From an optimization exercise on the open Yosys and OpenROAD flow, aimed at small area, a short achievable clock period and few clock cycles per item; shortcuts taken in it are not production practice.
The RTL was checked by simulation tests, not by an equivalence proof against the original design.
Power is estimated from default activity; no workload was simulated.

Setup of the reference run:
==> flow/design.v <==
module md5_ctl(clk_i, rdy_i, msg_i, rst_i, hash_o, rdy_o, busy_o);
	input clk_i;
	input rdy_i;
	input [0:31] msg_i;
	input rst_i;
	output [0:127] hash_o;
	output rdy_o;
	output busy_o;
	reg idle, run, last, fin;
	reg rst_d;		 
	reg wpend;		 
	reg [31:0] min;		 
	reg [5:0] k;		 
	reg go;			 
	reg [3:0] rr;		 
	reg [5:0] rq;		 
	reg [2:0] rsel;		 
	reg [31:0] pre;
	reg [31:0] a, b, c, d;
	reg [31:0] h0, h1, h2, h3;
	reg [511:0] mq;		 
	wire [31:0] msg = msg_i;
	wire [31:0] m_in = {msg[7:0], msg[15:8], msg[23:16], msg[31:24]};
	wire accept = rdy_i & ~run & ~last & ~fin;
	wire do_pre = wpend | run;
	wire [5:0] k_n = do_pre ? k + 6'd1 : k;
	wire shift = wpend | (run & (k != 6'd47));
	wire [63:0] kdec = 64'd1 << k;
	wire [31:0] tk;
	assign tk[0] = |(kdec & 64'he9debc225c74a6d4);
	assign tk[1] = |(kdec & 64'h5136030587297a7e);
	assign tk[2] = |(kdec & 64'h2547ad181f104a1a);
	assign tk[3] = |(kdec & 64'h41485228e8984b3d);
	assign tk[4] = |(kdec & 64'he4ea528062342d47);
	assign tk[5] = |(kdec & 64'h6a4cf2e429099e39);
	assign tk[6] = |(kdec & 64'h03d1e3d16bb7010f);
	assign tk[7] = |(kdec & 64'hdab66722efc86f1c);
	assign tk[8] = |(kdec & 64'h8c962a65378b7e92);
	assign tk[9] = |(kdec & 64'hf707837262ce4e7a);
	assign tk[10] = |(kdec & 64'h13e2cba28f690afb);
	assign tk[11] = |(kdec & 64'h11b269f995848518);
	assign tk[12] = |(kdec & 64'hf9d2fd8b08b63f86);
	assign tk[13] = |(kdec & 64'h334f479f30c32207);
	assign tk[14] = |(kdec & 64'hf7f2d17691cc6e6c);
	assign tk[15] = |(kdec & 64'he26a30b231ca0bab);
	assign tk[16] = |(kdec & 64'h545927ce77d0442a);
	assign tk[17] = |(kdec & 64'hf05a65f1fa9d04a3);
	assign tk[18] = |(kdec & 64'hc2e494bc663d8eba);
	assign tk[19] = |(kdec & 64'h2b73adf5e8156c19);
	assign tk[20] = |(kdec & 64'h701c31f70e8dfc58);
	assign tk[21] = |(kdec & 64'h2343c6dbf358c45d);
	assign tk[22] = |(kdec & 64'h5050342b7da64e93);
	assign tk[23] = |(kdec & 64'hc1ccfffd35c8b52a);
	assign tk[24] = |(kdec & 64'hb5f6502fdb88bfb9);
	assign tk[25] = |(kdec & 64'hdf6662e342b55621);
	assign tk[26] = |(kdec & 64'h3bf9ecdfec9564b5);
	assign tk[27] = |(kdec & 64'heb6c53adb048bfc2);
	assign tk[28] = |(kdec & 64'h324954c924512491);
	assign tk[29] = |(kdec & 64'hf75d23dd758d75d6);
	assign tk[30] = |(kdec & 64'h9b5bb66d6edbb5bb);
	assign tk[31] = |(kdec & 64'hb6edb6dbb6db6edb);
	reg [2:0] rn;
	always @* begin
		case (k_n)
		6'd0: rn = 3'd0;
		6'd1: rn = 3'd0;
		6'd2: rn = 3'd0;
		6'd3: rn = 3'd0;
		6'd4: rn = 3'd0;
		6'd5: rn = 3'd0;
		6'd6: rn = 3'd0;
		6'd7: rn = 3'd0;
		6'd8: rn = 3'd0;
		6'd9: rn = 3'd0;
		6'd10: rn = 3'd0;
		6'd11: rn = 3'd0;
		6'd12: rn = 3'd0;
		6'd13: rn = 3'd0;
		6'd14: rn = 3'd0;
		6'd15: rn = 3'd0;
		6'd16: rn = 3'd0;
		6'd17: rn = 3'd2;
		6'd18: rn = 3'd4;
		6'd19: rn = 3'd6;
		6'd20: rn = 3'd0;
		6'd21: rn = 3'd2;
		6'd22: rn = 3'd4;
		6'd23: rn = 3'd6;
		6'd24: rn = 3'd0;
		6'd25: rn = 3'd2;
		6'd26: rn = 3'd4;
		6'd27: rn = 3'd6;
		6'd28: rn = 3'd0;
		6'd29: rn = 3'd2;
		6'd30: rn = 3'd4;
		6'd31: rn = 3'd6;
		6'd32: rn = 3'd2;
		6'd33: rn = 3'd3;
		6'd34: rn = 3'd4;
		6'd35: rn = 3'd5;
		6'd36: rn = 3'd6;
		6'd37: rn = 3'd7;
		6'd38: rn = 3'd0;
		6'd39: rn = 3'd1;
		6'd40: rn = 3'd2;
		6'd41: rn = 3'd3;
		6'd42: rn = 3'd4;
		6'd43: rn = 3'd5;
		6'd44: rn = 3'd6;
		6'd45: rn = 3'd7;
		6'd46: rn = 3'd0;
		6'd47: rn = 3'd1;
		6'd48: rn = 3'd0;
		6'd49: rn = 3'd3;
		6'd50: rn = 3'd6;
		6'd51: rn = 3'd1;
		6'd52: rn = 3'd4;
		6'd53: rn = 3'd7;
		6'd54: rn = 3'd2;
		6'd55: rn = 3'd5;
		6'd56: rn = 3'd0;
		6'd57: rn = 3'd3;
		6'd58: rn = 3'd6;
		6'd59: rn = 3'd1;
		6'd60: rn = 3'd4;
		6'd61: rn = 3'd7;
		6'd62: rn = 3'd2;
		6'd63: rn = 3'd5;
		endcase
	end
	reg [3:0] rrn;
	reg [5:0] rqn;
	always @* begin
		case ({k[5:4], k[1:0]})
		4'd0: rrn = 4'd8;
		4'd1: rrn = 4'd1;
		4'd2: rrn = 4'd2;
		4'd3: rrn = 4'd4;
		4'd4: rrn = 4'd2;
		4'd5: rrn = 4'd2;
		4'd6: rrn = 4'd4;
		4'd7: rrn = 4'd1;
		4'd8: rrn = 4'd1;
		4'd9: rrn = 4'd8;
		4'd10: rrn = 4'd1;
		4'd11: rrn = 4'd8;
		4'd12: rrn = 4'd4;
		4'd13: rrn = 4'd4;
		4'd14: rrn = 4'd8;
		4'd15: rrn = 4'd2;
		endcase
		case ({k[5:4], k[1:0]})
		4'd0: rqn = 6'd2;
		4'd1: rqn = 6'd8;
		4'd2: rqn = 6'd16;
		4'd3: rqn = 6'd32;
		4'd4: rqn = 6'd2;
		4'd5: rqn = 6'd4;
		4'd6: rqn = 6'd8;
		4'd7: rqn = 6'd32;
		4'd8: rqn = 6'd2;
		4'd9: rqn = 6'd4;
		4'd10: rqn = 6'd16;
		4'd11: rqn = 6'd32;
		4'd12: rqn = 6'd2;
		4'd13: rqn = 6'd4;
		4'd14: rqn = 6'd8;
		4'd15: rqn = 6'd32;
		endcase
	end
	reg [31:0] mr;
	always @* begin
		case (rsel)
		3'd0: mr = mq[63:32];
		3'd1: mr = mq[127:96];
		3'd2: mr = mq[191:160];
		3'd3: mr = mq[255:224];
		3'd4: mr = mq[319:288];
		3'd5: mr = mq[383:352];
		3'd6: mr = mq[447:416];
		3'd7: mr = mq[511:480];
		endcase
	end
	wire [31:0] msel = run ? mr : min;
	wire [31:0] asel = go ? d : (k == 6'd0) ? h0 : a;
	wire [31:0] pre_n = asel + msel + tk;
	reg [31:0] x1, x0;
	reg [31:0] x1_n, x0_n;
	wire [31:0] c_n, d_n;
	always @* begin
		case (k[5:4])
		2'd0: begin x1_n = c_n; x0_n = d_n; end
		2'd1: begin x1_n = c_n | d_n; x0_n = c_n & ~d_n; end
		2'd2: begin x1_n = ~(c_n ^ d_n); x0_n = c_n ^ d_n; end
		default: begin x1_n = ~c_n; x0_n = ~(c_n ^ d_n); end
		endcase
	end
	wire [31:0] f = (b & x1) | (~b & x0);
	wire [31:0] x = pre + f;
	wire [31:0] y1 = ({32{rr[0]}} & x) |
	    ({32{rr[1]}} & {x[30:0], x[31:31]}) |
	    ({32{rr[2]}} & {x[29:0], x[31:30]}) |
	    ({32{rr[3]}} & {x[28:0], x[31:29]});
	wire [31:0] r4 = ({32{rq[0]}} & y1) |
	    ({32{rq[1]}} & {y1[27:0], y1[31:28]}) |
	    ({32{rq[2]}} & {y1[23:0], y1[31:24]}) |
	    ({32{rq[3]}} & {y1[19:0], y1[31:20]}) |
	    ({32{rq[4]}} & {y1[15:0], y1[31:16]}) |
	    ({32{rq[5]}} & {y1[11:0], y1[31:12]});
	wire [31:0] bq = rst_d ? 32'hefcdab89 : b;
	wire [31:0] nb = bq + r4;
	wire hstep = (run & (k[5:1] == 5'b11111)) | last | fin;
	wire [31:0] hsum = h0 + b;
	always @(posedge clk_i) begin
		if (shift)
			mq <= {run ? mq[31:0] : min, mq[511:32]};
	end
	always @(posedge clk_i) begin
		if (rst_i) begin
			idle <= 1'b1;
			run <= 1'b0;
			last <= 1'b0;
			fin <= 1'b0;
			k <= 6'd0;
			go <= 1'b0;
			wpend <= 1'b0;
		end else begin
			wpend <= accept;
			if (accept)
				idle <= 1'b0;
			else if (fin)
				idle <= 1'b1;
			if (do_pre && k == 6'd15)
				run <= 1'b1;
			else if (k == 6'd63)
				run <= 1'b0;
			last <= run && k == 6'd63;
			fin <= last;
			go <= do_pre;
			k <= k_n;
		end
	end
	always @(posedge clk_i) begin
		pre <= rst_i ? 32'd0 : do_pre ? pre_n : last ? h1 : 32'd0;
		rr <= last ? 4'd1 : rrn;
		rq <= last ? 6'd1 : rqn;
		rsel <= rn;
		min <= m_in;
	end
	assign c_n = go ? b : idle ? h2 : c;
	assign d_n = go ? c : idle ? h1 : d;
	always @(posedge clk_i) begin
		if (go)
			a <= d;
		b <= nb;
		c <= c_n;
		d <= d_n;
		x1 <= do_pre & ~rst_i ? x1_n : 32'd0;
		x0 <= do_pre & ~rst_i ? x0_n : 32'd0;
		rst_d <= rst_i;
	end
	always @(posedge clk_i) begin
		if (rst_i) begin
			h0 <= 32'h67452301;
			h1 <= 32'h10325476;
			h2 <= 32'h98badcfe;
			h3 <= 32'hefcdab89;
		end else if (hstep) begin
			h0 <= h1;
			h1 <= h2;
			h2 <= h3;
			h3 <= hsum;
		end
	end
	assign hash_o = {h0[7:0], h0[15:8], h0[23:16], h0[31:24],
	    h3[7:0], h3[15:8], h3[23:16], h3[31:24],
	    h2[7:0], h2[15:8], h2[23:16], h2[31:24],
	    h1[7:0], h1[15:8], h1[23:16], h1[31:24]};
	assign rdy_o = idle;
	assign busy_o = ~idle;
endmodule
Settings: LEC_CHECK=0, ABC_AREA=1, CAP_MARGIN=20, CORE_MARGIN=2, CORE_UTILIZATION=30, SLEW_MARGIN=20; clock period 12.5 ns.
standard.sh (not shown) runs the stock make flow with config.mk's settings and CLKGATE_MAP_FILE= SYNTH_SCRIPT=/design/flow/synth_recipe.tcl, a recipe that flattens the netlist after the stock synthesis.
==> flow/flow/run.sh <==
#!/bin/bash
# The standard layout (standard.sh: the standard synthesis and ORFS flow) with three
# changes to how the layout is made; the clock period and constraints are the design's:
#  - the clock tree is built from clkbuf_16 with up to 25 sinks per cluster and no dummy loads;
#  - every input and output port still gets its own buffer, a buf_1.
set -euo pipefail
bash standard.sh SETUP_SLACK_MARGIN=8 \
  "CTS_ARGS=-sink_clustering_enable -repair_clock_nets -dont_use_dummy_load -buf_list sky130_fd_sc_hd__clkbuf_16 -sink_clustering_size 25 -sink_clustering_max_diameter 80" \
  "BUFFER_PORTS_ARGS=-buffer_cell sky130_fd_sc_hd__buf_1" \
  finish > make_finish.log 2>&1
Testbench counts of the reference run, summed over its fixed seeds: cycles 30,342, blocks 450.
For the trial run, these inputs were changed with respect to the reference run:
--- a/flow/design.v
+++ b/flow/design.v
@@ -7,10 +7,8 @@
 	output rdy_o;
 	output busy_o;
 	reg idle, run, last, fin;
 	reg rst_d;		 
-	reg wpend;		 
-	reg [31:0] min;		 
 	reg [5:0] k;		 
 	reg go;			 
 	reg [3:0] rr;		 
 	reg [5:0] rq;		 
@@ -21,11 +19,11 @@
 	reg [511:0] mq;		 
 	wire [31:0] msg = msg_i;
 	wire [31:0] m_in = {msg[7:0], msg[15:8], msg[23:16], msg[31:24]};
 	wire accept = rdy_i & ~run & ~last & ~fin;
-	wire do_pre = wpend | run;
+	wire do_pre = accept | run;
 	wire [5:0] k_n = do_pre ? k + 6'd1 : k;
-	wire shift = wpend | (run & (k != 6'd47));
+	wire shift = accept | (run & (k != 6'd47));
 	wire [63:0] kdec = 64'd1 << k;
 	wire [31:0] tk;
 	assign tk[0] = |(kdec & 64'he9debc225c74a6d4);
 	assign tk[1] = |(kdec & 64'h5136030587297a7e);
@@ -180,10 +178,10 @@
 		3'd6: mr = mq[447:416];
 		3'd7: mr = mq[511:480];
 		endcase
 	end
-	wire [31:0] msel = run ? mr : min;
-	wire [31:0] asel = go ? d : (k == 6'd0) ? h0 : a;
+	wire [31:0] msel = run ? mr : m_in;
+	wire [31:0] asel = go ? d : idle ? h0 : a;
 	wire [31:0] pre_n = asel + msel + tk;
 	reg [31:0] x1, x0;
 	reg [31:0] x1_n, x0_n;
 	wire [31:0] c_n, d_n;
@@ -212,9 +210,9 @@
 	wire hstep = (run & (k[5:1] == 5'b11111)) | last | fin;
 	wire [31:0] hsum = h0 + b;
 	always @(posedge clk_i) begin
 		if (shift)
-			mq <= {run ? mq[31:0] : min, mq[511:32]};
+			mq <= {run ? mq[31:0] : m_in, mq[511:32]};
 	end
 	always @(posedge clk_i) begin
 		if (rst_i) begin
 			idle <= 1'b1;
@@ -222,16 +220,14 @@
 			last <= 1'b0;
 			fin <= 1'b0;
 			k <= 6'd0;
 			go <= 1'b0;
-			wpend <= 1'b0;
 		end else begin
-			wpend <= accept;
 			if (accept)
 				idle <= 1'b0;
 			else if (fin)
 				idle <= 1'b1;
-			if (do_pre && k == 6'd15)
+			if (accept && k == 6'd15)
 				run <= 1'b1;
 			else if (k == 6'd63)
 				run <= 1'b0;
 			last <= run && k == 6'd63;
@@ -244,9 +240,8 @@
 		pre <= rst_i ? 32'd0 : do_pre ? pre_n : last ? h1 : 32'd0;
 		rr <= last ? 4'd1 : rrn;
 		rq <= last ? 6'd1 : rqn;
 		rsel <= rn;
-		min <= m_in;
 	end
 	assign c_n = go ? b : idle ? h2 : c;
 	assign d_n = go ? c : idle ? h1 : d;
 	always @(posedge clk_i) begin
### Flow results
Taking the reference run as the reference, in the trial run utilization +1.1 points, overall power of the completed layout +about 20%, sequential share of cell area went down by 1.4 points, cell area reported after detailed placement fell 1.7%. Re core footprint: the trial run is 3800 um2 down on the reference run. On hold slack, the trial run does worse than the reference run. A cell with the biggest individual delay on the critical path of fa_2 is what the reference run shows, while dfxtp_4 belongs to the trial run. In the trial run the global routing met1 resource utilization turned out 3.3 points lower than in the reference run. Relative to the reference run, part of the cycle the worst path needs has gone up in the trial run. Comparing the trial run and the reference run, the higher number of signal-net inverters in the final layout is on the reference run. Combinational power (the reference run / the trial run): 0.59. Quantity of gates resized following cts of the trial run exceeds that of the reference run by more than 10%. combinational logic as the leading power group was reported by the trial run, and sequential cells by the reference run.
Testbench counts of the trial run, summed over its fixed seeds: cycles 29,892, blocks 450.

-- what the ideal ports hide --
The results above use ideal ports. As a check the final layouts listed here were re-extracted and re-timed, cells and wires unchanged. Step 1, drivers: a clkbuf_16 drives clk_i and a buf_2 each remaining input, both assumed. Step 2 also shifts input and output timing later by t, the mid clock arrival at the registers, as if the neighbouring blocks saw the same clock. a / b / c = ideal / step 1 / step 2; a / b = the first two.
run | shift t [ns] | setup slack, ns | worst setup path after step 2 | clock arrival spread, ns | slew at the worst register clock pin (ns)
the reference run | 0.726 | 7.950 / 7.950 / 7.588 | input to register | 0.094 / 0.094 | 0.11 / 0.11
the trial run | 0.721 | 7.843 / 7.843 / 7.322 | input to register | 0.131 / 0.130 | 0.11 / 0.11
After both steps setup and hold are still met in every run listed. For the trial run, which loses most, drivers alone change the setup slack by 0.000 ns; drivers and shift together by -0.521 ns.
